What follows belongs to an exercise in optimizing a design on an open flow for small area, a short achievable clock period and few clock cycles; a production flow would make more cautious choices. Function not checked in this run: the RTL went through the layout flow alone. Power is estimated from default activity; no workload was simulated.

--- design.v ---
module bmul16(a, b, s, c);
	input [15:0] a, b;
	output [31:0] s, c;
	wire one0 = b[0] ^ 1'b0;
	wire two0 = (b[1] & ~b[0] & ~1'b0) | (~b[1] & b[0] & 1'b0);
	wire neg0 = b[1];
	wire pp0_0 = ((one0 & a[0]) | (two0 & 1'b0)) ^ neg0;
	wire pp0_1 = ((one0 & a[1]) | (two0 & a[0])) ^ neg0;
	wire pp0_2 = ((one0 & a[2]) | (two0 & a[1])) ^ neg0;
	wire pp0_3 = ((one0 & a[3]) | (two0 & a[2])) ^ neg0;
	wire pp0_4 = ((one0 & a[4]) | (two0 & a[3])) ^ neg0;
	wire pp0_5 = ((one0 & a[5]) | (two0 & a[4])) ^ neg0;
	wire pp0_6 = ((one0 & a[6]) | (two0 & a[5])) ^ neg0;
	wire pp0_7 = ((one0 & a[7]) | (two0 & a[6])) ^ neg0;
	wire pp0_8 = ((one0 & a[8]) | (two0 & a[7])) ^ neg0;
	wire pp0_9 = ((one0 & a[9]) | (two0 & a[8])) ^ neg0;
	wire pp0_10 = ((one0 & a[10]) | (two0 & a[9])) ^ neg0;
	wire pp0_11 = ((one0 & a[11]) | (two0 & a[10])) ^ neg0;
	wire pp0_12 = ((one0 & a[12]) | (two0 & a[11])) ^ neg0;
	wire pp0_13 = ((one0 & a[13]) | (two0 & a[12])) ^ neg0;
	wire pp0_14 = ((one0 & a[14]) | (two0 & a[13])) ^ neg0;
	wire pp0_15 = ((one0 & a[15]) | (two0 & a[14])) ^ neg0;
	wire pp0_16 = ((one0 & a[15]) | (two0 & a[15])) ^ neg0;
	wire ne0 = ~pp0_16;
	wire one1 = b[2] ^ b[1];
	wire two1 = (b[3] & ~b[2] & ~b[1]) | (~b[3] & b[2] & b[1]);
	wire neg1 = b[3];
	wire pp1_0 = ((one1 & a[0]) | (two1 & 1'b0)) ^ neg1;
	wire pp1_1 = ((one1 & a[1]) | (two1 & a[0])) ^ neg1;
	wire pp1_2 = ((one1 & a[2]) | (two1 & a[1])) ^ neg1;
	wire pp1_3 = ((one1 & a[3]) | (two1 & a[2])) ^ neg1;
	wire pp1_4 = ((one1 & a[4]) | (two1 & a[3])) ^ neg1;
	wire pp1_5 = ((one1 & a[5]) | (two1 & a[4])) ^ neg1;
	wire pp1_6 = ((one1 & a[6]) | (two1 & a[5])) ^ neg1;
	wire pp1_7 = ((one1 & a[7]) | (two1 & a[6])) ^ neg1;
	wire pp1_8 = ((one1 & a[8]) | (two1 & a[7])) ^ neg1;
	wire pp1_9 = ((one1 & a[9]) | (two1 & a[8])) ^ neg1;
	wire pp1_10 = ((one1 & a[10]) | (two1 & a[9])) ^ neg1;
	wire pp1_11 = ((one1 & a[11]) | (two1 & a[10])) ^ neg1;
	wire pp1_12 = ((one1 & a[12]) | (two1 & a[11])) ^ neg1;
	wire pp1_13 = ((one1 & a[13]) | (two1 & a[12])) ^ neg1;
	wire pp1_14 = ((one1 & a[14]) | (two1 & a[13])) ^ neg1;
	wire pp1_15 = ((one1 & a[15]) | (two1 & a[14])) ^ neg1;
	wire pp1_16 = ((one1 & a[15]) | (two1 & a[15])) ^ neg1;
	wire ne1 = ~pp1_16;
	wire one2 = b[4] ^ b[3];
	wire two2 = (b[5] & ~b[4] & ~b[3]) | (~b[5] & b[4] & b[3]);
	wire neg2 = b[5];
	wire pp2_0 = ((one2 & a[0]) | (two2 & 1'b0)) ^ neg2;
	wire pp2_1 = ((one2 & a[1]) | (two2 & a[0])) ^ neg2;
	wire pp2_2 = ((one2 & a[2]) | (two2 & a[1])) ^ neg2;
	wire pp2_3 = ((one2 & a[3]) | (two2 & a[2])) ^ neg2;
	wire pp2_4 = ((one2 & a[4]) | (two2 & a[3])) ^ neg2;
	wire pp2_5 = ((one2 & a[5]) | (two2 & a[4])) ^ neg2;
	wire pp2_6 = ((one2 & a[6]) | (two2 & a[5])) ^ neg2;
	wire pp2_7 = ((one2 & a[7]) | (two2 & a[6])) ^ neg2;
	wire pp2_8 = ((one2 & a[8]) | (two2 & a[7])) ^ neg2;
	wire pp2_9 = ((one2 & a[9]) | (two2 & a[8])) ^ neg2;
	wire pp2_10 = ((one2 & a[10]) | (two2 & a[9])) ^ neg2;
	wire pp2_11 = ((one2 & a[11]) | (two2 & a[10])) ^ neg2;
	wire pp2_12 = ((one2 & a[12]) | (two2 & a[11])) ^ neg2;
	wire pp2_13 = ((one2 & a[13]) | (two2 & a[12])) ^ neg2;
	wire pp2_14 = ((one2 & a[14]) | (two2 & a[13])) ^ neg2;
	wire pp2_15 = ((one2 & a[15]) | (two2 & a[14])) ^ neg2;
	wire pp2_16 = ((one2 & a[15]) | (two2 & a[15])) ^ neg2;
	wire ne2 = ~pp2_16;
	wire one3 = b[6] ^ b[5];
	wire two3 = (b[7] & ~b[6] & ~b[5]) | (~b[7] & b[6] & b[5]);
	wire neg3 = b[7];
	wire pp3_0 = ((one3 & a[0]) | (two3 & 1'b0)) ^ neg3;
	wire pp3_1 = ((one3 & a[1]) | (two3 & a[0])) ^ neg3;
	wire pp3_2 = ((one3 & a[2]) | (two3 & a[1])) ^ neg3;
	wire pp3_3 = ((one3 & a[3]) | (two3 & a[2])) ^ neg3;
	wire pp3_4 = ((one3 & a[4]) | (two3 & a[3])) ^ neg3;
	wire pp3_5 = ((one3 & a[5]) | (two3 & a[4])) ^ neg3;
	wire pp3_6 = ((one3 & a[6]) | (two3 & a[5])) ^ neg3;
	wire pp3_7 = ((one3 & a[7]) | (two3 & a[6])) ^ neg3;
	wire pp3_8 = ((one3 & a[8]) | (two3 & a[7])) ^ neg3;
	wire pp3_9 = ((one3 & a[9]) | (two3 & a[8])) ^ neg3;
	wire pp3_10 = ((one3 & a[10]) | (two3 & a[9])) ^ neg3;
	wire pp3_11 = ((one3 & a[11]) | (two3 & a[10])) ^ neg3;
	wire pp3_12 = ((one3 & a[12]) | (two3 & a[11])) ^ neg3;
	wire pp3_13 = ((one3 & a[13]) | (two3 & a[12])) ^ neg3;
	wire pp3_14 = ((one3 & a[14]) | (two3 & a[13])) ^ neg3;
	wire pp3_15 = ((one3 & a[15]) | (two3 & a[14])) ^ neg3;
	wire pp3_16 = ((one3 & a[15]) | (two3 & a[15])) ^ neg3;
	wire ne3 = ~pp3_16;
	wire one4 = b[8] ^ b[7];
	wire two4 = (b[9] & ~b[8] & ~b[7]) | (~b[9] & b[8] & b[7]);
	wire neg4 = b[9];
	wire pp4_0 = ((one4 & a[0]) | (two4 & 1'b0)) ^ neg4;
	wire pp4_1 = ((one4 & a[1]) | (two4 & a[0])) ^ neg4;
	wire pp4_2 = ((one4 & a[2]) | (two4 & a[1])) ^ neg4;
	wire pp4_3 = ((one4 & a[3]) | (two4 & a[2])) ^ neg4;
	wire pp4_4 = ((one4 & a[4]) | (two4 & a[3])) ^ neg4;
	wire pp4_5 = ((one4 & a[5]) | (two4 & a[4])) ^ neg4;
	wire pp4_6 = ((one4 & a[6]) | (two4 & a[5])) ^ neg4;
	wire pp4_7 = ((one4 & a[7]) | (two4 & a[6])) ^ neg4;
	wire pp4_8 = ((one4 & a[8]) | (two4 & a[7])) ^ neg4;
	wire pp4_9 = ((one4 & a[9]) | (two4 & a[8])) ^ neg4;
	wire pp4_10 = ((one4 & a[10]) | (two4 & a[9])) ^ neg4;
	wire pp4_11 = ((one4 & a[11]) | (two4 & a[10])) ^ neg4;
	wire pp4_12 = ((one4 & a[12]) | (two4 & a[11])) ^ neg4;
	wire pp4_13 = ((one4 & a[13]) | (two4 & a[12])) ^ neg4;
	wire pp4_14 = ((one4 & a[14]) | (two4 & a[13])) ^ neg4;
	wire pp4_15 = ((one4 & a[15]) | (two4 & a[14])) ^ neg4;
	wire pp4_16 = ((one4 & a[15]) | (two4 & a[15])) ^ neg4;
	wire ne4 = ~pp4_16;
	wire one5 = b[10] ^ b[9];
	wire two5 = (b[11] & ~b[10] & ~b[9]) | (~b[11] & b[10] & b[9]);
	wire neg5 = b[11];
	wire pp5_0 = ((one5 & a[0]) | (two5 & 1'b0)) ^ neg5;
	wire pp5_1 = ((one5 & a[1]) | (two5 & a[0])) ^ neg5;
	wire pp5_2 = ((one5 & a[2]) | (two5 & a[1])) ^ neg5;
	wire pp5_3 = ((one5 & a[3]) | (two5 & a[2])) ^ neg5;
	wire pp5_4 = ((one5 & a[4]) | (two5 & a[3])) ^ neg5;
	wire pp5_5 = ((one5 & a[5]) | (two5 & a[4])) ^ neg5;
	wire pp5_6 = ((one5 & a[6]) | (two5 & a[5])) ^ neg5;
	wire pp5_7 = ((one5 & a[7]) | (two5 & a[6])) ^ neg5;
	wire pp5_8 = ((one5 & a[8]) | (two5 & a[7])) ^ neg5;
	wire pp5_9 = ((one5 & a[9]) | (two5 & a[8])) ^ neg5;
	wire pp5_10 = ((one5 & a[10]) | (two5 & a[9])) ^ neg5;
	wire pp5_11 = ((one5 & a[11]) | (two5 & a[10])) ^ neg5;
	wire pp5_12 = ((one5 & a[12]) | (two5 & a[11])) ^ neg5;
	wire pp5_13 = ((one5 & a[13]) | (two5 & a[12])) ^ neg5;
	wire pp5_14 = ((one5 & a[14]) | (two5 & a[13])) ^ neg5;
	wire pp5_15 = ((one5 & a[15]) | (two5 & a[14])) ^ neg5;
	wire pp5_16 = ((one5 & a[15]) | (two5 & a[15])) ^ neg5;
	wire ne5 = ~pp5_16;
	wire one6 = b[12] ^ b[11];
	wire two6 = (b[13] & ~b[12] & ~b[11]) | (~b[13] & b[12] & b[11]);
	wire neg6 = b[13];
	wire pp6_0 = ((one6 & a[0]) | (two6 & 1'b0)) ^ neg6;
	wire pp6_1 = ((one6 & a[1]) | (two6 & a[0])) ^ neg6;
	wire pp6_2 = ((one6 & a[2]) | (two6 & a[1])) ^ neg6;
	wire pp6_3 = ((one6 & a[3]) | (two6 & a[2])) ^ neg6;
	wire pp6_4 = ((one6 & a[4]) | (two6 & a[3])) ^ neg6;
	wire pp6_5 = ((one6 & a[5]) | (two6 & a[4])) ^ neg6;
	wire pp6_6 = ((one6 & a[6]) | (two6 & a[5])) ^ neg6;
	wire pp6_7 = ((one6 & a[7]) | (two6 & a[6])) ^ neg6;
	wire pp6_8 = ((one6 & a[8]) | (two6 & a[7])) ^ neg6;
	wire pp6_9 = ((one6 & a[9]) | (two6 & a[8])) ^ neg6;
	wire pp6_10 = ((one6 & a[10]) | (two6 & a[9])) ^ neg6;
	wire pp6_11 = ((one6 & a[11]) | (two6 & a[10])) ^ neg6;
	wire pp6_12 = ((one6 & a[12]) | (two6 & a[11])) ^ neg6;
	wire pp6_13 = ((one6 & a[13]) | (two6 & a[12])) ^ neg6;
	wire pp6_14 = ((one6 & a[14]) | (two6 & a[13])) ^ neg6;
	wire pp6_15 = ((one6 & a[15]) | (two6 & a[14])) ^ neg6;
	wire pp6_16 = ((one6 & a[15]) | (two6 & a[15])) ^ neg6;
	wire ne6 = ~pp6_16;
	wire one7 = b[14] ^ b[13];
	wire two7 = (b[15] & ~b[14] & ~b[13]) | (~b[15] & b[14] & b[13]);
	wire neg7 = b[15];
	wire pp7_0 = ((one7 & a[0]) | (two7 & 1'b0)) ^ neg7;
	wire pp7_1 = ((one7 & a[1]) | (two7 & a[0])) ^ neg7;
	wire pp7_2 = ((one7 & a[2]) | (two7 & a[1])) ^ neg7;
	wire pp7_3 = ((one7 & a[3]) | (two7 & a[2])) ^ neg7;
	wire pp7_4 = ((one7 & a[4]) | (two7 & a[3])) ^ neg7;
	wire pp7_5 = ((one7 & a[5]) | (two7 & a[4])) ^ neg7;
	wire pp7_6 = ((one7 & a[6]) | (two7 & a[5])) ^ neg7;
	wire pp7_7 = ((one7 & a[7]) | (two7 & a[6])) ^ neg7;
	wire pp7_8 = ((one7 & a[8]) | (two7 & a[7])) ^ neg7;
	wire pp7_9 = ((one7 & a[9]) | (two7 & a[8])) ^ neg7;
	wire pp7_10 = ((one7 & a[10]) | (two7 & a[9])) ^ neg7;
	wire pp7_11 = ((one7 & a[11]) | (two7 & a[10])) ^ neg7;
	wire pp7_12 = ((one7 & a[12]) | (two7 & a[11])) ^ neg7;
	wire pp7_13 = ((one7 & a[13]) | (two7 & a[12])) ^ neg7;
	wire pp7_14 = ((one7 & a[14]) | (two7 & a[13])) ^ neg7;
	wire pp7_15 = ((one7 & a[15]) | (two7 & a[14])) ^ neg7;
	wire pp7_16 = ((one7 & a[15]) | (two7 & a[15])) ^ neg7;
	wire ne7 = ~pp7_16;
	wire s1 = pp0_10 ^ pp1_8;
	wire c2 = pp0_10 & pp1_8;
	wire s3 = pp0_11 ^ pp1_9;
	wire c4 = pp0_11 & pp1_9;
	wire s5 = pp0_12 ^ pp1_10 ^ pp2_8;
	wire c6 = (pp0_12 & pp1_10) | (pp0_12 & pp2_8) | (pp1_10 & pp2_8);
	wire s7 = pp3_6 ^ pp4_4;
	wire c8 = pp3_6 & pp4_4;
	wire s9 = pp0_13 ^ pp1_11 ^ pp2_9;
	wire c10 = (pp0_13 & pp1_11) | (pp0_13 & pp2_9) | (pp1_11 & pp2_9);
	wire s11 = pp3_7 ^ pp4_5;
	wire c12 = pp3_7 & pp4_5;
	wire s13 = pp0_14 ^ pp1_12 ^ pp2_10;
	wire c14 = (pp0_14 & pp1_12) | (pp0_14 & pp2_10) | (pp1_12 & pp2_10);
	wire s15 = pp3_8 ^ pp4_6 ^ pp5_4;
	wire c16 = (pp3_8 & pp4_6) | (pp3_8 & pp5_4) | (pp4_6 & pp5_4);
	wire s17 = pp6_2 ^ pp7_0;
	wire c18 = pp6_2 & pp7_0;
	wire s19 = pp0_15 ^ pp1_13 ^ pp2_11;
	wire c20 = (pp0_15 & pp1_13) | (pp0_15 & pp2_11) | (pp1_13 & pp2_11);
	wire s21 = pp3_9 ^ pp4_7 ^ pp5_5;
	wire c22 = (pp3_9 & pp4_7) | (pp3_9 & pp5_5) | (pp4_7 & pp5_5);
	wire s23 = pp6_3 ^ pp7_1;
	wire c24 = pp6_3 & pp7_1;
	wire s25 = ne0 ^ pp1_14 ^ pp2_12;
	wire c26 = (ne0 & pp1_14) | (ne0 & pp2_12) | (pp1_14 & pp2_12);
	wire s27 = pp3_10 ^ pp4_8 ^ pp5_6;
	wire c28 = (pp3_10 & pp4_8) | (pp3_10 & pp5_6) | (pp4_8 & pp5_6);
	wire s29 = pp6_4 ^ pp7_2 ^ 1'b1;
	wire c30 = (pp6_4 & pp7_2) | (pp6_4 & 1'b1) | (pp7_2 & 1'b1);
	wire s31 = pp1_15 ^ pp2_13 ^ pp3_11;
	wire c32 = (pp1_15 & pp2_13) | (pp1_15 & pp3_11) | (pp2_13 & pp3_11);
	wire s33 = pp4_9 ^ pp5_7 ^ pp6_5;
	wire c34 = (pp4_9 & pp5_7) | (pp4_9 & pp6_5) | (pp5_7 & pp6_5);
	wire s35 = pp7_3 ^ 1'b1;
	wire c36 = pp7_3 & 1'b1;
	wire s37 = ne1 ^ pp2_14 ^ pp3_12;
	wire c38 = (ne1 & pp2_14) | (ne1 & pp3_12) | (pp2_14 & pp3_12);
	wire s39 = pp4_10 ^ pp5_8 ^ pp6_6;
	wire c40 = (pp4_10 & pp5_8) | (pp4_10 & pp6_6) | (pp5_8 & pp6_6);
	wire s41 = pp2_15 ^ pp3_13 ^ pp4_11;
	wire c42 = (pp2_15 & pp3_13) | (pp2_15 & pp4_11) | (pp3_13 & pp4_11);
	wire s43 = pp5_9 ^ pp6_7;
	wire c44 = pp5_9 & pp6_7;
	wire s45 = ne2 ^ pp3_14 ^ pp4_12;
	wire c46 = (ne2 & pp3_14) | (ne2 & pp4_12) | (pp3_14 & pp4_12);
	wire s47 = pp3_15 ^ pp4_13;
	wire c48 = pp3_15 & pp4_13;
	wire s49 = pp0_6 ^ pp1_4;
	wire c50 = pp0_6 & pp1_4;
	wire s51 = pp0_7 ^ pp1_5;
	wire c52 = pp0_7 & pp1_5;
	wire s53 = pp0_8 ^ pp1_6 ^ pp2_4;
	wire c54 = (pp0_8 & pp1_6) | (pp0_8 & pp2_4) | (pp1_6 & pp2_4);
	wire s55 = pp3_2 ^ pp4_0;
	wire c56 = pp3_2 & pp4_0;
	wire s57 = pp0_9 ^ pp1_7 ^ pp2_5;
	wire c58 = (pp0_9 & pp1_7) | (pp0_9 & pp2_5) | (pp1_7 & pp2_5);
	wire s59 = pp3_3 ^ pp4_1;
	wire c60 = pp3_3 & pp4_1;
	wire s61 = s1 ^ pp2_6 ^ pp3_4;
	wire c62 = (s1 & pp2_6) | (s1 & pp3_4) | (pp2_6 & pp3_4);
	wire s63 = pp4_2 ^ pp5_0 ^ neg5;
	wire c64 = (pp4_2 & pp5_0) | (pp4_2 & neg5) | (pp5_0 & neg5);
	wire s65 = c2 ^ s3 ^ pp2_7;
	wire c66 = (c2 & s3) | (c2 & pp2_7) | (s3 & pp2_7);
	wire s67 = pp3_5 ^ pp4_3 ^ pp5_1;
	wire c68 = (pp3_5 & pp4_3) | (pp3_5 & pp5_1) | (pp4_3 & pp5_1);
	wire s69 = c4 ^ s5 ^ s7;
	wire c70 = (c4 & s5) | (c4 & s7) | (s5 & s7);
	wire s71 = pp5_2 ^ pp6_0 ^ neg6;
	wire c72 = (pp5_2 & pp6_0) | (pp5_2 & neg6) | (pp6_0 & neg6);
	wire s73 = c6 ^ c8 ^ s9;
	wire c74 = (c6 & c8) | (c6 & s9) | (c8 & s9);
	wire s75 = s11 ^ pp5_3 ^ pp6_1;
	wire c76 = (s11 & pp5_3) | (s11 & pp6_1) | (pp5_3 & pp6_1);
	wire s77 = c10 ^ c12 ^ s13;
	wire c78 = (c10 & c12) | (c10 & s13) | (c12 & s13);
	wire s79 = s15 ^ s17 ^ neg7;
	wire c80 = (s15 & s17) | (s15 & neg7) | (s17 & neg7);
	wire s81 = c14 ^ c16 ^ c18;
	wire c82 = (c14 & c16) | (c14 & c18) | (c16 & c18);
	wire s83 = s19 ^ s21 ^ s23;
	wire c84 = (s19 & s21) | (s19 & s23) | (s21 & s23);
	wire s85 = c20 ^ c22 ^ c24;
	wire c86 = (c20 & c22) | (c20 & c24) | (c22 & c24);
	wire s87 = s25 ^ s27 ^ s29;
	wire c88 = (s25 & s27) | (s25 & s29) | (s27 & s29);
	wire s89 = c26 ^ c28 ^ c30;
	wire c90 = (c26 & c28) | (c26 & c30) | (c28 & c30);
	wire s91 = s31 ^ s33 ^ s35;
	wire c92 = (s31 & s33) | (s31 & s35) | (s33 & s35);
	wire s93 = c32 ^ c34 ^ c36;
	wire c94 = (c32 & c34) | (c32 & c36) | (c34 & c36);
	wire s95 = s37 ^ s39 ^ pp7_4;
	wire c96 = (s37 & s39) | (s37 & pp7_4) | (s39 & pp7_4);
	wire s97 = c38 ^ c40 ^ s41;
	wire c98 = (c38 & c40) | (c38 & s41) | (c40 & s41);
	wire s99 = s43 ^ pp7_5 ^ 1'b1;
	wire c100 = (s43 & pp7_5) | (s43 & 1'b1) | (pp7_5 & 1'b1);
	wire s101 = c42 ^ c44 ^ s45;
	wire c102 = (c42 & c44) | (c42 & s45) | (c44 & s45);
	wire s103 = pp5_10 ^ pp6_8 ^ pp7_6;
	wire c104 = (pp5_10 & pp6_8) | (pp5_10 & pp7_6) | (pp6_8 & pp7_6);
	wire s105 = c46 ^ s47 ^ pp5_11;
	wire c106 = (c46 & s47) | (c46 & pp5_11) | (s47 & pp5_11);
	wire s107 = pp6_9 ^ pp7_7 ^ 1'b1;
	wire c108 = (pp6_9 & pp7_7) | (pp6_9 & 1'b1) | (pp7_7 & 1'b1);
	wire s109 = c48 ^ ne3 ^ pp4_14;
	wire c110 = (c48 & ne3) | (c48 & pp4_14) | (ne3 & pp4_14);
	wire s111 = pp5_12 ^ pp6_10 ^ pp7_8;
	wire c112 = (pp5_12 & pp6_10) | (pp5_12 & pp7_8) | (pp6_10 & pp7_8);
	wire s113 = pp4_15 ^ pp5_13 ^ pp6_11;
	wire c114 = (pp4_15 & pp5_13) | (pp4_15 & pp6_11) | (pp5_13 & pp6_11);
	wire s115 = pp7_9 ^ 1'b1;
	wire c116 = pp7_9 & 1'b1;
	wire s117 = ne4 ^ pp5_14 ^ pp6_12;
	wire c118 = (ne4 & pp5_14) | (ne4 & pp6_12) | (pp5_14 & pp6_12);
	wire s119 = pp5_15 ^ pp6_13;
	wire c120 = pp5_15 & pp6_13;
	wire s121 = pp0_4 ^ pp1_2;
	wire c122 = pp0_4 & pp1_2;
	wire s123 = pp0_5 ^ pp1_3;
	wire c124 = pp0_5 & pp1_3;
	wire s125 = s49 ^ pp2_2 ^ pp3_0;
	wire c126 = (s49 & pp2_2) | (s49 & pp3_0) | (pp2_2 & pp3_0);
	wire s127 = c50 ^ s51 ^ pp2_3;
	wire c128 = (c50 & s51) | (c50 & pp2_3) | (s51 & pp2_3);
	wire s129 = c52 ^ s53 ^ s55;
	wire c130 = (c52 & s53) | (c52 & s55) | (s53 & s55);
	wire s131 = c54 ^ c56 ^ s57;
	wire c132 = (c54 & c56) | (c54 & s57) | (c56 & s57);
	wire s133 = c58 ^ c60 ^ s61;
	wire c134 = (c58 & c60) | (c58 & s61) | (c60 & s61);
	wire s135 = c62 ^ c64 ^ s65;
	wire c136 = (c62 & c64) | (c62 & s65) | (c64 & s65);
	wire s137 = c66 ^ c68 ^ s69;
	wire c138 = (c66 & c68) | (c66 & s69) | (c68 & s69);
	wire s139 = c70 ^ c72 ^ s73;
	wire c140 = (c70 & c72) | (c70 & s73) | (c72 & s73);
	wire s141 = c74 ^ c76 ^ s77;
	wire c142 = (c74 & c76) | (c74 & s77) | (c76 & s77);
	wire s143 = c78 ^ c80 ^ s81;
	wire c144 = (c78 & c80) | (c78 & s81) | (c80 & s81);
	wire s145 = c82 ^ c84 ^ s85;
	wire c146 = (c82 & c84) | (c82 & s85) | (c84 & s85);
	wire s147 = c86 ^ c88 ^ s89;
	wire c148 = (c86 & c88) | (c86 & s89) | (c88 & s89);
	wire s149 = c90 ^ c92 ^ s93;
	wire c150 = (c90 & c92) | (c90 & s93) | (c92 & s93);
	wire s151 = c94 ^ c96 ^ s97;
	wire c152 = (c94 & c96) | (c94 & s97) | (c96 & s97);
	wire s153 = c98 ^ c100 ^ s101;
	wire c154 = (c98 & c100) | (c98 & s101) | (c100 & s101);
	wire s155 = c102 ^ c104 ^ s105;
	wire c156 = (c102 & c104) | (c102 & s105) | (c104 & s105);
	wire s157 = c106 ^ c108 ^ s109;
	wire c158 = (c106 & c108) | (c106 & s109) | (c108 & s109);
	wire s159 = c110 ^ c112 ^ s113;
	wire c160 = (c110 & c112) | (c110 & s113) | (c112 & s113);
	wire s161 = c114 ^ c116 ^ s117;
	wire c162 = (c114 & c116) | (c114 & s117) | (c116 & s117);
	wire s163 = c118 ^ s119 ^ pp7_11;
	wire c164 = (c118 & s119) | (c118 & pp7_11) | (s119 & pp7_11);
	wire s165 = c120 ^ ne5 ^ pp6_14;
	wire c166 = (c120 & ne5) | (c120 & pp6_14) | (ne5 & pp6_14);
	wire s167 = pp6_15 ^ pp7_13;
	wire c168 = pp6_15 & pp7_13;
	wire s169 = pp0_2 ^ pp1_0;
	wire c170 = pp0_2 & pp1_0;
	wire s171 = pp0_3 ^ pp1_1;
	wire c172 = pp0_3 & pp1_1;
	wire s173 = s121 ^ pp2_0 ^ neg2;
	wire c174 = (s121 & pp2_0) | (s121 & neg2) | (pp2_0 & neg2);
	wire s175 = c122 ^ s123 ^ pp2_1;
	wire c176 = (c122 & s123) | (c122 & pp2_1) | (s123 & pp2_1);
	wire s177 = c124 ^ s125 ^ neg3;
	wire c178 = (c124 & s125) | (c124 & neg3) | (s125 & neg3);
	wire s179 = c126 ^ s127 ^ pp3_1;
	wire c180 = (c126 & s127) | (c126 & pp3_1) | (s127 & pp3_1);
	wire s181 = c128 ^ s129 ^ neg4;
	wire c182 = (c128 & s129) | (c128 & neg4) | (s129 & neg4);
	wire s183 = c130 ^ s131 ^ s59;
	wire c184 = (c130 & s131) | (c130 & s59) | (s131 & s59);
	wire s185 = c132 ^ s133 ^ s63;
	wire c186 = (c132 & s133) | (c132 & s63) | (s133 & s63);
	wire s187 = c134 ^ s135 ^ s67;
	wire c188 = (c134 & s135) | (c134 & s67) | (s135 & s67);
	wire s189 = c136 ^ s137 ^ s71;
	wire c190 = (c136 & s137) | (c136 & s71) | (s137 & s71);
	wire s191 = c138 ^ s139 ^ s75;
	wire c192 = (c138 & s139) | (c138 & s75) | (s139 & s75);
	wire s193 = c140 ^ s141 ^ s79;
	wire c194 = (c140 & s141) | (c140 & s79) | (s141 & s79);
	wire s195 = c142 ^ s143 ^ s83;
	wire c196 = (c142 & s143) | (c142 & s83) | (s143 & s83);
	wire s197 = c144 ^ s145 ^ s87;
	wire c198 = (c144 & s145) | (c144 & s87) | (s145 & s87);
	wire s199 = c146 ^ s147 ^ s91;
	wire c200 = (c146 & s147) | (c146 & s91) | (s147 & s91);
	wire s201 = c148 ^ s149 ^ s95;
	wire c202 = (c148 & s149) | (c148 & s95) | (s149 & s95);
	wire s203 = c150 ^ s151 ^ s99;
	wire c204 = (c150 & s151) | (c150 & s99) | (s151 & s99);
	wire s205 = c152 ^ s153 ^ s103;
	wire c206 = (c152 & s153) | (c152 & s103) | (s153 & s103);
	wire s207 = c154 ^ s155 ^ s107;
	wire c208 = (c154 & s155) | (c154 & s107) | (s155 & s107);
	wire s209 = c156 ^ s157 ^ s111;
	wire c210 = (c156 & s157) | (c156 & s111) | (s157 & s111);
	wire s211 = c158 ^ s159 ^ s115;
	wire c212 = (c158 & s159) | (c158 & s115) | (s159 & s115);
	wire s213 = c160 ^ s161 ^ pp7_10;
	wire c214 = (c160 & s161) | (c160 & pp7_10) | (s161 & pp7_10);
	wire s215 = c162 ^ s163 ^ 1'b1;
	wire c216 = (c162 & s163) | (c162 & 1'b1) | (s163 & 1'b1);
	wire s217 = c164 ^ s165 ^ pp7_12;
	wire c218 = (c164 & s165) | (c164 & pp7_12) | (s165 & pp7_12);
	wire s219 = c166 ^ s167 ^ 1'b1;
	wire c220 = (c166 & s167) | (c166 & 1'b1) | (s167 & 1'b1);
	wire s221 = c168 ^ ne6 ^ pp7_14;
	wire c222 = (c168 & ne6) | (c168 & pp7_14) | (ne6 & pp7_14);
	wire s223 = pp7_15 ^ 1'b1;
	wire c224 = pp7_15 & 1'b1;
	assign s = {1'b1, c224, c222, c220, c218, c216, c214, c212, c210, c208, c206, c204, c202, c200, c198, c196, c194, c192, c190, c188, c186, c184, c182, c180, c178, c176, c174, c172, c170, s169, pp0_1, pp0_0};
	assign c = {1'b0, ne7, s223, s221, s219, s217, s215, s213, s211, s209, s207, s205, s203, s201, s199, s197, s195, s193, s191, s189, s187, s185, s183, s181, s179, s177, s175, s173, s171, neg1, 1'b0, neg0};
endmodule
`timescale 1ns / 1ps
module levinson_top(clock, reset, start, done,
	scratch_mem_read_addr, scratch_mem_in,
	scratch_mem_write_addr, scratch_mem_out, scratch_mem_write_en);
	input clock, reset, start;
	output done;
	output [11:0] scratch_mem_read_addr;
	input [31:0] scratch_mem_in;
	output [11:0] scratch_mem_write_addr;
	output [31:0] scratch_mem_out;
	output scratch_mem_write_en;
	localparam [31:0] MAX32 = 32'h7fff_ffff;
	localparam [31:0] MIN32 = 32'h8000_0000;
	localparam [2:0] T_NONE = 3'd0, T_KK = 3'd1, T_AL = 3'd2, T_I1 = 3'd3,
	                 T_I2 = 3'd4, T_FI = 3'd5, T_U = 3'd6, T_S = 3'd7;
	localparam [2:0] C_NONE = 3'd0, C_AL = 3'd2, C_I1 = 3'd3, C_I2 = 3'd4,
	                 C_FI = 3'd5, C_NXT = 3'd6;
	localparam [1:0] M_IDLE = 2'd0, M_RUN = 2'd1, M_RST = 2'd2;
	function [31:0] sadd;    
		input [31:0] a, b;
		reg [31:0] s;
		begin
			s = a + b;
			if (a[31] == b[31] && s[31] != a[31])
				sadd = a[31] ? MIN32 : MAX32;
			else
				sadd = s;
		end
	endfunction
	function [31:0] fmt;     
		input [31:0] x;
		fmt = {x[31:16], 1'b0, x[15:1]};
	endfunction
	function [31:0] comp;    
		input [31:0] x;
		comp = {x[31:16], x[14:0], 1'b0};
	endfunction
	function [4:0] nrm;      
		input [31:0] x;
		reg [31:0] v;
		reg [15:0] a1;  reg [15:0] c1;         
		reg [7:0] a2;   reg [15:0] c2;         
		reg [3:0] a3;   reg [11:0] c3;         
		reg [1:0] a4;   reg [7:0] c4;          
		integer i;
		begin
			v = {x[31:1] ^ x[30:0], 1'b1};
			for (i = 0; i < 16; i = i + 1) begin
				a1[i] = v[2*i+1] | v[2*i];
				c1[i] = ~v[2*i+1];
			end
			for (i = 0; i < 8; i = i + 1) begin
				a2[i] = a1[2*i+1] | a1[2*i];
				c2[2*i +: 2] = a1[2*i+1] ? {1'b0, c1[2*i+1]} : {1'b1, c1[2*i]};
			end
			for (i = 0; i < 4; i = i + 1) begin
				a3[i] = a2[2*i+1] | a2[2*i];
				c3[3*i +: 3] = a2[2*i+1] ? {1'b0, c2[4*i+2 +: 2]} : {1'b1, c2[4*i +: 2]};
			end
			for (i = 0; i < 2; i = i + 1) begin
				a4[i] = a3[2*i+1] | a3[2*i];
				c4[4*i +: 4] = a3[2*i+1] ? {1'b0, c3[6*i+3 +: 3]} : {1'b1, c3[6*i +: 3]};
			end
			nrm = a4[1] ? {1'b0, c4[7:4]} : {1'b1, c4[3:0]};
			if (x == 32'd0) nrm = 5'd0;
		end
	endfunction
	function [4:0] shl4s;    
		input [31:0] x;
		begin
			if (x[31] != x[30]) shl4s = 5'b00001;
			else if (x[31] != x[29]) shl4s = 5'b00010;
			else if (x[31] != x[28]) shl4s = 5'b00100;
			else if (x[31] != x[27]) shl4s = 5'b01000;
			else shl4s = 5'b10000;
		end
	endfunction
	function [11:0] bufa;    
		input b;
		input [3:0] idx;
		bufa = {4'h1, b ? 4'h5 : 4'h3, idx};
	endfunction
	reg [1:0] mode;
	reg p0, p1, p2;
	reg ma_lo, mb_lo, t_lm, a_ld, sh_k, ng_s, lz_k;
	reg [4:0] amtk;           
	reg t0pos;                
	reg pro;                  
	reg [3:0] it;             
	reg lit;                  
	reg [2:0] jat, jbt, jct;
	reg [3:0] jak, jbk, jck, jrk;
	reg ja_l, jb_l, jc_l;     
	reg r_u, r_s, r_s0, r_sl, r_al, r_i2, r_fi;
	reg [2:0] ch;             
	reg [2:0] chw;            
	reg [3:0] nu, ns;         
	reg [3:0] ul, sl;         
	reg [3:0] du;             
	reg sfirst;
	reg uf1, uf2, uf3, sf1, sf2;
	reg young;                
	reg f1, f2, f3, f4;       
	reg t1, t2;               
	reg unst;
	reg [3:0] dcnt;           
	reg [15:0] rem;
	reg [5:0] ec;             
	wire [5:0] ecn = ec + 6'd1;
	reg e6, e7, e10, e13, e16, e39, ew1, ew2;
	reg [3:0] rcn;            
	reg [3:0] wm;
	reg [4:0] s4;
	reg sa_acc, sa_sum, sa_sh4, sb_ad, sb_acc, sb_mi;
	reg [31:0] X, Y, H, AD, acc, sum, K, alp, inv, MI;
	reg [31:0] ms, mc, T;
	reg [4:0] ex;
	reg [11:0] ra, wa;
	reg [31:0] wd;
	reg we, done_r;
	assign scratch_mem_read_addr = ra;
	assign scratch_mem_write_addr = wa;
	assign scratch_mem_out = wd;
	assign scratch_mem_write_en = we;
	assign done = done_r;
	wire [15:0] ma = ma_lo ? X[15:0] : X[31:16];
	wire [15:0] mb = mb_lo ? Y[15:0] : Y[31:16];
	wire [31:0] mps, mpc;
	bmul16 i_mul(.a(ma), .b(mb), .s(mps), .c(mpc));
	wire [31:0] P = ms + mc;
	wire p_big = (P == 32'h4000_0000);
	wire p_small = (P[31:3] == 29'd0) && (P[2:0] != 3'd0);
	wire [15:0] mq = p_small ? P[15:0] : (p_big ? 16'h7fff : P[30:15]);
	wire [31:0] t_next = t_lm ? (p_big ? MAX32 : {P[30:0], 1'b0}) : {{15{mq[15]}}, mq, 1'b0};
	wire [31:0] acc_next = a_ld ? T : sadd(acc, T);
	wire [4:0] lz = nrm(lz_k ? K : acc);
	wire [31:0] sh_out = (sh_k ? K : acc) << (sh_k ? amtk : lz);
	wire [31:0] shl2_acc = (acc[31] != acc[30]) ? acc :
	                       ((acc[31] != acc[29]) ? {acc[30:0], 1'b0} : {acc[29:0], 2'b0});
	wire [31:0] ng_in = ng_s ? sum : (r_fi ? shl2_acc : acc);
	wire [31:0] ng_out = (ng_in == MIN32) ? MAX32 : (~ng_in + 32'd1);
	wire [31:0] sh4 = ({32{s4[0]}} & sum) | ({32{s4[1]}} & {sum[30:0], 1'b0}) |
	                  ({32{s4[2]}} & {sum[29:0], 2'b0}) | ({32{s4[3]}} & {sum[28:0], 3'b0}) |
	                  ({32{s4[4]}} & {sum[27:0], 4'b0});
	wire [31:0] oa = ({32{sa_acc}} & acc) | ({32{sa_sum}} & sum) | ({32{sa_sh4}} & sh4);
	wire [31:0] ob = ({32{sb_ad}} & comp(AD)) | ({32{sb_acc}} & acc) | ({32{sb_mi}} & comp(MI));
	wire [31:0] o_raw = oa + ob;
	wire o_ovf = (oa[31] == ob[31]) && (o_raw[31] != oa[31]);
	wire [31:0] o_sum = o_ovf ? (oa[31] ? MIN32 : MAX32) : o_raw;
	wire [31:0] wd_v = f3 ? {{4{K[31]}}, K[31:4]} : o_sum;
	wire [31:0] wd_f = fmt(wd_v);
	wire [15:0] wd_hv = lit ? inv[15:0] : K[31:16];
	wire [31:0] wd_h = {{16{wd_hv[15]}}, wd_hv};
	wire [16:0] rnd_y = (sum[31] == sum[30]) ? sum[30:14] : sum[31:15];    
	wire [15:0] rnd_hi = (rnd_y[16:1] == 16'h7fff && rnd_y[0]) ? 16'h7fff : rnd_y[16:1] + {15'd0, rnd_y[0]};
	wire [31:0] kk_post = {1'b0, ~(acc[31] ? ng_out[30:0] : acc[30:0])};    
	wire [31:0] i1_post = (acc == MIN32) ? 32'hffff_ffff :
	                      (acc[31] ? MAX32 : {1'b0, ~acc[30:0]});           
	wire u_avail = (ul != 4'd0);
	wire s_avail = (sl != 4'd0);
	wire [1:0] recent = {1'b0, uf1} + {1'b0, uf2} + {1'b0, uf3};
	wire s_ready = s_avail && (sfirst ? !young : (du >= {2'b0, recent}));
	wire fin_ok = !s_avail && !sf1 && !sf2;
	reg [2:0] dt;
	reg [3:0] dk;
	always @(*) begin
		dt = T_NONE;
		dk = 4'd0;
		if (ch == C_NXT) begin
			if (chw == 3'd0)
				dt = (it == 4'd9) ? T_U : T_KK;
		end else if (ch != C_NONE && chw == 3'd0 && (ch != C_FI || fin_ok)) begin
			dt = ch;
		end else if (u_avail && du < 4'd3) begin
			dt = T_U; dk = nu;
		end else if (s_ready) begin
			dt = T_S; dk = ns;
		end else if (u_avail) begin
			dt = T_U; dk = nu;
		end
	end
	wire signed [15:0] kh = K[31:16];
	wire k_unst = (kh > 16'sd32750) || (kh < -16'sd32750);
	wire [15:0] den = alp[31:16];
	wire [17:0] rb = {rem, 2'b00};                          
	wire [18:0] q1t = {1'b0, rb} - {3'b0, den};
	wire [18:0] q2t = {1'b0, rb} - {2'b0, den, 1'b0};
	wire [18:0] q3t = q1t - {2'b0, den, 1'b0};             
	wire [16:0] r2t = {rem, 1'b0} - {1'b0, den};            
	wire [3:0] um = it - 4'd1 - jck;    
	wire [3:0] rm = it - 4'd1 - jrk;    
	always @(posedge clock) begin
		ms <= mps;
		mc <= mpc;
		T <= t_next;
		acc <= acc_next;
		MI <= scratch_mem_in;
		AD <= MI;                 
		we <= 1'b0;
		done_r <= 1'b0;
		wd <= wd_f;
		wa <= bufa(it[0], rm);
		ra <= bufa(~it[0], um);
		if (dcnt == 4'd8) rem <= r2t[16] ? {rem[14:0], 1'b0} : r2t[15:0];
		else if (!q3t[18]) rem <= q3t[15:0];
		else if (!q2t[18]) rem <= q2t[15:0];
		else if (!q1t[18]) rem <= q1t[15:0];
		else rem <= rb[15:0];
		if (dcnt != 4'd0) begin
			dcnt <= dcnt - 4'd1;
			if (dcnt == 4'd8) begin
				inv <= {15'd0, ~r2t[16], 16'd0};
			end else begin
				inv[31:16] <= {inv[29:16], !q3t[18] || !q2t[18], !q3t[18] || (q2t[18] && !q1t[18])};
			end
		end
		case (mode)
		M_IDLE: begin
			ra <= start ? 12'd273 : 12'd272;    
			mode <= start ? M_RUN : M_IDLE;
			pro <= start;
			p0 <= 1'b0; p1 <= 1'b1; p2 <= 1'b0;
			ma_lo <= 1'b0; mb_lo <= 1'b1; t_lm <= 1'b1; a_ld <= 1'b0;
			sh_k <= 1'b1; ng_s <= 1'b1; lz_k <= 1'b0;
			it <= 4'd0;
			lit <= 1'b0;
			ch <= C_I1;
			chw <= 3'd1;
			nu <= 4'd0; ns <= 4'd0; ul <= 4'd0; sl <= 4'd0; du <= 4'd0;
			sfirst <= 1'b1;
			uf1 <= 1'b0; uf2 <= 1'b0; uf3 <= 1'b0; sf1 <= 1'b0; sf2 <= 1'b0;
			young <= 1'b0;
			jat <= T_NONE; jbt <= T_NONE; jct <= T_NONE;
			r_u <= 1'b0; r_s <= 1'b0; r_s0 <= 1'b0; r_sl <= 1'b0;
			r_al <= 1'b0; r_i2 <= 1'b0; r_fi <= 1'b0;
			f1 <= 1'b0; f2 <= 1'b0; f3 <= 1'b0; f4 <= 1'b0;
			t1 <= 1'b0; t2 <= 1'b0;
			ec <= 6'd0;
			e6 <= 1'b0; e7 <= 1'b0; e10 <= 1'b0; e13 <= 1'b0; e16 <= 1'b0; e39 <= 1'b0;
			ew1 <= 1'b0; ew2 <= 1'b0;
			sa_acc <= 1'b0; sa_sum <= 1'b0; sa_sh4 <= 1'b0;
			sb_ad <= 1'b0; sb_acc <= 1'b0; sb_mi <= 1'b0;
		end
		M_RST: begin
			rcn <= rcn + 4'd1;
			if (rcn < 4'd10) ra <= 12'd321 + {8'd0, rcn};
			else ra <= 12'd358 + {8'd0, rcn};      
			if (rcn == 4'd0) begin
				we <= 1'b1; wa <= 12'd784; wd <= 32'd4096;
			end else if (rcn >= 4'd3 && rcn <= 4'd12) begin
				we <= 1'b1; wa <= 12'd782 + {8'd0, rcn}; wd <= MI;
			end else if (rcn >= 4'd13) begin
				we <= 1'b1; wa <= 12'd339 + {8'd0, rcn}; wd <= MI;
			end
			if (rcn == 4'd14) done_r <= 1'b1;
			if (rcn == 4'd15) begin
				mode <= M_IDLE;
				ra <= 12'd272;
			end
		end
		default: begin    
			p0 <= p2; p1 <= p0; p2 <= p1;
			ma_lo <= ~(p0 | p2); a_ld <= p1 & ~p0;
			mb_lo <= ~(p1 | p2); t_lm <= p0 & ~p2; sh_k <= p0 & ~p1;
			ng_s <= p0 | (p1 & p2); lz_k <= p2 & ~p1;
			if (lit) ec <= ecn;
			e6 <= lit && ecn == 6'd6;
			e7 <= lit && ecn == 6'd7;
			e10 <= lit && ecn == 6'd10;
			e13 <= lit && ecn == 6'd13;
			e16 <= lit && ecn == 6'd16;
			e39 <= lit && ecn == 6'd39;
			ew1 <= lit && (ecn == 6'd8 || (ecn >= 6'd14 && ecn <= 6'd38));
			ew2 <= lit && (ecn == 6'd9 || (ecn >= 6'd15 && ecn <= 6'd39));
			sa_acc <= p1 & r_u;
			sa_sum <= p1 & r_s & ~r_s0;
			sb_ad <= p1 & r_u;
			sb_acc <= p1 & r_s;
			sa_sh4 <= p2 & ~lit;
			sb_mi <= p2 & ~lit;
			if (p0) begin
				if (jat == T_S) ra <= 12'd273 + {8'd0, jak};
				if (r_sl) ra <= 12'd273 + {8'd0, it};
				if (jbt == T_S) H <= MI;
				if (f1) begin
					amtk <= (ex < lz) ? ex : lz;
					f1 <= 1'b0;
					f2 <= 1'b1;
				end
				if (t1) begin
					sum <= o_sum;
					t1 <= 1'b0;
					t2 <= 1'b1;
				end
				if (f4) begin
					we <= 1'b1;
					wa <= 12'd351 + {8'd0, it};
					wd <= wd_h;
					f4 <= 1'b0;
					if (unst) begin
						mode <= M_RST;
						rcn <= 4'd0;
						dcnt <= 4'd0;
					end
				end
				if (lit) begin
					inv[15:0] <= rnd_hi;     
					if (e7) ra <= 12'd352;
					if (e10) ra <= 12'd353;
					if (e10 || e13) begin
						we <= 1'b1;
						wa <= e10 ? 12'd368 : 12'd369;
						wd <= MI;
					end
					if (e16) begin
						we <= 1'b1;
						wa <= 12'd784;
						wd <= 32'd4096;
					end
				end
			end
			if (p1) begin
				if (jct == T_U) ra <= bufa(~it[0], um);
				if (t2) begin
					sum <= fmt(sum[31] ? ng_out : sum);
					t0pos <= !sum[31] && (sum != 32'd0);
					t2 <= 1'b0;
				end
				if (f2) begin
					K <= sh_out;
					f2 <= 1'b0;
					f3 <= 1'b1;
				end
				if (lit && ew1) begin
					we <= 1'b1;
					wa <= {4'h3, 4'h1, wm};       
					wd <= wd_h;
				end
				if (pro) begin
					sum <= 32'd0;
					s4 <= 5'b00001;
					t1 <= 1'b1;
				end
			end
			if (p2) begin
				if (jat == T_U) ra <= bufa(~it[0], jak + 4'd1);
				else if (jat == T_S) ra <= bufa(it[0], it - jak);
				if (r_u) begin
					if (lit) begin
						sum <= o_sum;
						wm <= 4'd9 - jrk;
					end else begin
						we <= 1'b1;
						wa <= bufa(it[0], rm);
						wd <= wd_f;
					end
				end
				if (r_s) begin
					sum <= o_sum;
					s4 <= o_ovf ? 5'b00001 : shl4s(o_raw);
					if (r_sl) t1 <= 1'b1;
				end
				if (r_al) begin
					alp <= fmt(sh_out);
					ex <= ({1'b0, ex} + {1'b0, lz} > 6'd31) ? 5'd31 : ex + lz;
					dcnt <= 4'd8;
					rem <= 16'h3fff;
				end
				if (r_i2) inv <= fmt(acc);
				if (r_fi) begin
					K <= t0pos ? ng_out : shl2_acc;
					f1 <= 1'b1;
				end
				case (jbt)
				T_KK: begin X <= fmt(K); Y <= fmt(K); end
				T_AL: begin X <= alp; Y <= fmt(kk_post); end
				T_I1: begin X <= alp; Y <= inv; end
				T_I2: begin X <= fmt(i1_post); Y <= inv; end
				T_FI: begin X <= sum; Y <= r_i2 ? fmt(acc) : inv; end
				T_U: begin X <= fmt(K); Y <= MI; end
				T_S: begin X <= H; Y <= MI; end
				default: ;
				endcase
				if (f3) begin
					we <= 1'b1;
					wa <= bufa(it[0], it);
					wd <= wd_f;
					unst <= (it >= 4'd2) && k_unst;
					f3 <= 1'b0;
					f4 <= 1'b1;
				end
				if (pro) begin
					pro <= 1'b0;
					alp <= MI;           
					ex <= 5'd0;
					dcnt <= 4'd8;
					rem <= 16'h3fff;
				end
				if (lit) begin
					if (e6) begin
						sum <= {{4{K[31]}}, K[31:5], 1'b0};
						wm <= 4'd10;
					end
					if (ew2) begin
						we <= 1'b1;
						wa <= {4'h1, 4'h4, wm};       
						wd <= wd_h;
					end
					if (e39) done_r <= 1'b1;
				end
				jrk <= jck;
				r_u <= (jct == T_U);
				r_s <= (jct == T_S);
				r_s0 <= (jct == T_S) && (jck == 4'd0);
				r_sl <= (jct == T_S) && jc_l;
				r_al <= (jct == T_AL);
				r_i2 <= (jct == T_I2);
				r_fi <= (jct == T_FI);
				jct <= jbt; jck <= jbk; jc_l <= jb_l;
				jbt <= jat; jbk <= jak; jb_l <= ja_l;
				jat <= dt; jak <= dk; ja_l <= (dt == T_S) && (sl == 4'd1);
				uf3 <= uf2; uf2 <= uf1; uf1 <= (dt == T_U);
				sf2 <= sf1; sf1 <= (dt == T_S);
				young <= 1'b0;
				if (ch == C_NXT) begin
					if (chw == 3'd0) begin
						it <= it + 4'd1;
						ns <= 4'd0;
						sfirst <= 1'b1;
						young <= 1'b1;
						if (it == 4'd9) begin
							lit <= 1'b1;
							nu <= 4'd1;
							ul <= 4'd8;
							sl <= 4'd0;
							du <= 4'd1;
							ch <= C_NONE;
							ec <= 6'd1;
						end else begin
							nu <= 4'd0;
							ul <= it;
							sl <= it + 4'd1;
							du <= 4'd0;
							ch <= C_AL;
							chw <= 3'd1;
						end
					end else
						chw <= chw - 3'd1;
				end else if (dt == ch && ch != C_NONE) begin
					case (ch)
					C_AL: begin ch <= C_I1; chw <= 3'd4; end
					C_I1: begin ch <= C_I2; chw <= 3'd1; end
					C_I2: begin ch <= C_FI; chw <= 3'd1; end
					default: begin ch <= C_NXT; chw <= 3'd2; end
					endcase
				end else begin
					if (chw != 3'd0) chw <= chw - 3'd1;
					if (dt == T_U) begin
						nu <= nu + 4'd1;
						ul <= ul - 4'd1;
						du <= du + 4'd1;
					end
					if (dt == T_S) begin
						ns <= ns + 4'd1;
						sl <= sl - 4'd1;
						du <= du - 4'd1;
						sfirst <= 1'b0;
					end
				end
				if (lit && e39) begin
					mode <= M_IDLE;
					ra <= 12'd272;
				end
			end
		end
		endcase
		if (reset) begin
			mode <= M_IDLE;
			ra <= 12'd272;
			we <= 1'b0;
			done_r <= 1'b0;
		end
	end
endmodule
--- run.sh ---
#!/bin/bash
# synth_recipe.tcl (not shown) runs the flow's synth.tcl, then flattens the netlist and writes it again
# the make line also repeats each setting of config.mk as NAME=value (left out here)
make -C /OpenROAD-flow-scripts/flow DESIGN_CONFIG=/design/flow/config.mk WORK_HOME=/design/flow/orfs CLKGATE_MAP_FILE= SYNTH_SCRIPT=/design/flow/synth_recipe.tcl finish
--- config.mk ---
export PLATFORM = sky130hd
export DESIGN_NAME = levinson_top
export DESIGN_NICKNAME = levinson_top
export VERILOG_FILES = /design/flow/design.v
export SDC_FILE = /design/flow/constraint.sdc
export NUM_CORES = 8
export LEC_CHECK = 0
export ABC_AREA = 1
export CAP_MARGIN = 20
export CORE_MARGIN = 2
export CORE_UTILIZATION = 40
export PLACE_DENSITY = 0.6
export SLEW_MARGIN = 20
--- constraint.sdc ---
create_clock -name core_clock -period 20.0 [get_ports {clock}]
set_input_delay 4.0000 -clock core_clock [delete_from_list [all_inputs] [get_ports {clock}]]
set_output_delay 4.0000 -clock core_clock [all_outputs]
set_load 0.01 [all_outputs]
==> results.txt <==
[routing by layer]
metal | GRT usage | vias up
met4 | 0.273 | 20
li1 | - | 26100
met5 | 0.00249 | -
met1 | 0.520 | 28200
met3 | 0.133 | 1042
met2 | 0.602 | 4344
[flip-flops by register name, indices dropped and copies added (netlist names), 5 cells and up]
register,flops
ra,7
ec,6
mc,30
sum,32
wa,8
wd,32
H,32
Y,32
rem,16
X,32
amtk,5
K,32
alp,32
acc,32
ms,31
s4,5
AD,31
inv,32
MI,32
T,32
ex,5
[cell type report]
class                   instances  share of cell area
clock inverters                45             0.00873
inverters                     855              0.0548
repair buffers                260              0.0378
flip-flops and latches        616               0.266
multi-input cells            5798               0.557
clock buffers                 104              0.0372
diodes                         21            0.000896
well taps                    1755              0.0374
[Yosys cell counts, drive strengths merged (94+ instances only)]
cell / instances
nand2: 1900
inv: 833
o21ai: 728
nand3: 580
a21oi: 572
nor2: 466
edfxtp: 326
clkbuf: 300
dfxtp: 290
ha: 239
xor2: 217
o22ai: 173
buf: 121
o211ai: 115
a221oi: 94
[logic make-up after synthesis]
kind of cell             Yosys count  synth area share
AND/OR/NAND/NOR                 3204             0.256
AO/OA/AOI/OAI                   1956             0.215
buffers and inverters           1276            0.0948
flip-flops                       616             0.293
adder cells (fa/ha/maj)          332            0.0913
XOR/XNOR                         290            0.0478
multiplexers                       7           0.00132
other                              2          0.000141
[power by group]
group / switching, mW / internal [mW]
Combinational: 4.15 / 1.82
Sequential: 0.243 / 1.68
Clock: 0.670 / 0.860
Total: 5.07 / 4.36
[worst min-delay path by stage]
stage           start     end  slack (ns)
4_1_cts        jbk[3]  jck[3]        0.43
3_3_place_gp   jbk[0]  jck[0]        0.41
2_1_floorplan  MI[29]  AD[29]        0.36
6_report       jbk[3]  jck[3]        0.43
5_1_grt        jbk[2]  jck[2]        0.43
3_5_place_dp   jbk[1]  jck[1]        0.41
==> results.yml <==
run_status:
  status: "timing/DRC/antenna clean"
synthesis:
  avgSynthCellArea_um2: 6.92
  synth_edf_count: 326
  synthFlopType: "edfxtp_1"
  yosysWarningCount: 1
  ys_seq_elements: 616
  yosysSeqAreaShare: 0.293
  synthArstFlopShare: 0
  synthTopCellsByArea: "edfxtp_1, nand2_1, dfxtp_1, o21ai_0, inv_1"
  synth_area_leader_cell: "edfxtp_1"
  synth_cell_types: 75
  synth.cell_area_mm2: 0.0531
  synth_top_area_share: 0.184
  synth_cells: 7683
critical_path:
  worst_setup_path_end_kind: "register"
  worstSetupPathType: "reg -> reg"
  arrival_ns: 6.70
  path_max_fanout: 64
  worst_path_max_delay_cell: "inv_1"
  crit_end: "sum[11]"
  critPathTopFamily: "compound AO/OA/AOI/OAI gates"
  critical_path_depth: 24
  worstReg2RegStart: "sb_mi"
  r2r_setup_slack_ns: 13.76
  crit_required_ns: 20.46
  timing.rr.end: "sum[11]"
  path_cells: "buf_4 -> nand2_1 -> nand2_1 -> inv_1 -> o221ai_1 -> ha_1 -> a21oi_1 -> a21boi_0 -> nand2_1 -> a21oi_1 -> nand2_1 -> nand2_1 -> nand2_1 -> nand2_1 -> buf_4 -> inv_1 -> a21oi_1 -> inv_1 -> a21oi_1 -> o21ai_0 -> nand3_1 -> o21ai_1 -> nand2_1 -> nand2_1"
  path_buf_inv: 5
  path_common_cell: "nand2_1"
  cpPeakStageDelay_ns: 0.80
  startpoint: "sb_mi"
  reg2reg_depth: 24
  start_kind: "register"
sta:
  period_minus_slack_ns: 6.24
  report.final.hold_viol_count: 0
  fin_worst_skew_ns: 0.0345
  report.final.setup_viol: 0
  rsz0062_at_grt: "false"
  finalWorstSetupSlack_ns: 13.76
  fin_tns_setup_ns: 0
  finalMaxSlewViolations: 0
  whs_ns: 0.426
  worst_slew_pin_slew_ns: 1.26
  fmax_mhz: 160
  period_share: 0.312
  relSlewSlack: 0.162
layout:
  area_delta_synth_final_pct: 10.4
  fin_util: 0.446
  drive_gt1_frac: 0.0599
  final_cell_mix: "nand2_1, inv_1, o21ai_0, a21oi_1, nand3_1"
  multi_input_area_mm2: 0.0327
  nets: 7979
  register_area_mm2: 0.0156
  final_cell_area_mm2: 0.0587
  layout.cells.most_common: "nand2_1"
  fillers: 13700
  finalNonFillerCells: 9454
detailed_routing:
  wl_met2_um: 120000
  drc_errors: 0
  detail_route.wl_per_cell_um: 30.7
  drt-pass1-iter-count: 9
  ant_nets: 0
  drt_wl_total_um: 290000
  dr_total_vias: 59700
  post_drt_via_cell_ratio: 6.31
  wl_met1_um: 110000
  wl_met3_um: 36900
  top_layer: "met5"
  drt_iter0_drc: 9829
die:
  die_height_um: 368
  rows: 133
  die_width_um: 368
  coreArea_mm2: 0.132
  dieArea_mm2: 0.136
  initial_core_util: 0.404
  io_pins: 93
global_route:
  grt_usage: 0.413
  grt.overflow.total: 0
  grt_max_degree: 103
  antenna_found_initial: 24
  first_global_vias: 54000
  grt_first_pass_wirelength_um: 404000
worst_hold_path:
  hold_depth: 0
  hp-class: "reg -> reg"
power:
  p_per_area_mw_per_mm2: 161
  power_mw: 9.43
  leakagePower_nw: 26.2
  vdd_drop_max_mv: 0.0971
place:
  hpwl_um: 212000
  gp_congestion: 1.08
  dp_cells: 9278
  io_buffers: 83
  placed_area_mm2: 0.0558
  dp_slack_ns: 14.11
flow_run:
  drv_cap: 0
clocking:
  htree_levels: 3
  cts-resized-gates: 0
  cts_setup_buffers: 0
  cts_root_buffer: "clkbuf_16"
  cts_made_buffers: 81
  ctsHoldBuffers: 0
  clk_pin_slew_worst_paths_ns: 0.07
  cts_num_sinks: 616
  cts_buffer_depth: 3
  clk_latency_ns: 0.73
  cts_tree: "yes"

-- afterwards: timing with drivers on the ports --
How much do the figures lean on ideal ports? The routed layout below was timed once more, with nothing changed but the port constraints. Step 1: set_driving_cell puts a clkbuf_16 on clock and a buf_2 on each other input, an assumption about the parent block. Step 2, shift: input delay + t, output delay - t, t = (earliest + latest rising clock arrival at the registers) / 2. This alone moves slack from input paths to output paths. Three values: ideal ports, drivers, drivers and shift; two values: the first two.
shift t [ns]: 0.799
setup slack, ns: 13.758 / 13.758 / 13.758
worst setup path at the end: register to register
latest minus earliest clock arrival (ns): 0.040 / 0.039
worst register clock-pin slew, ns: 0.07 / 0.07
After both steps this run still meets setup and hold. The setup slack of this run moves by 0.000 ns with the drivers and by 0.000 ns with both steps.
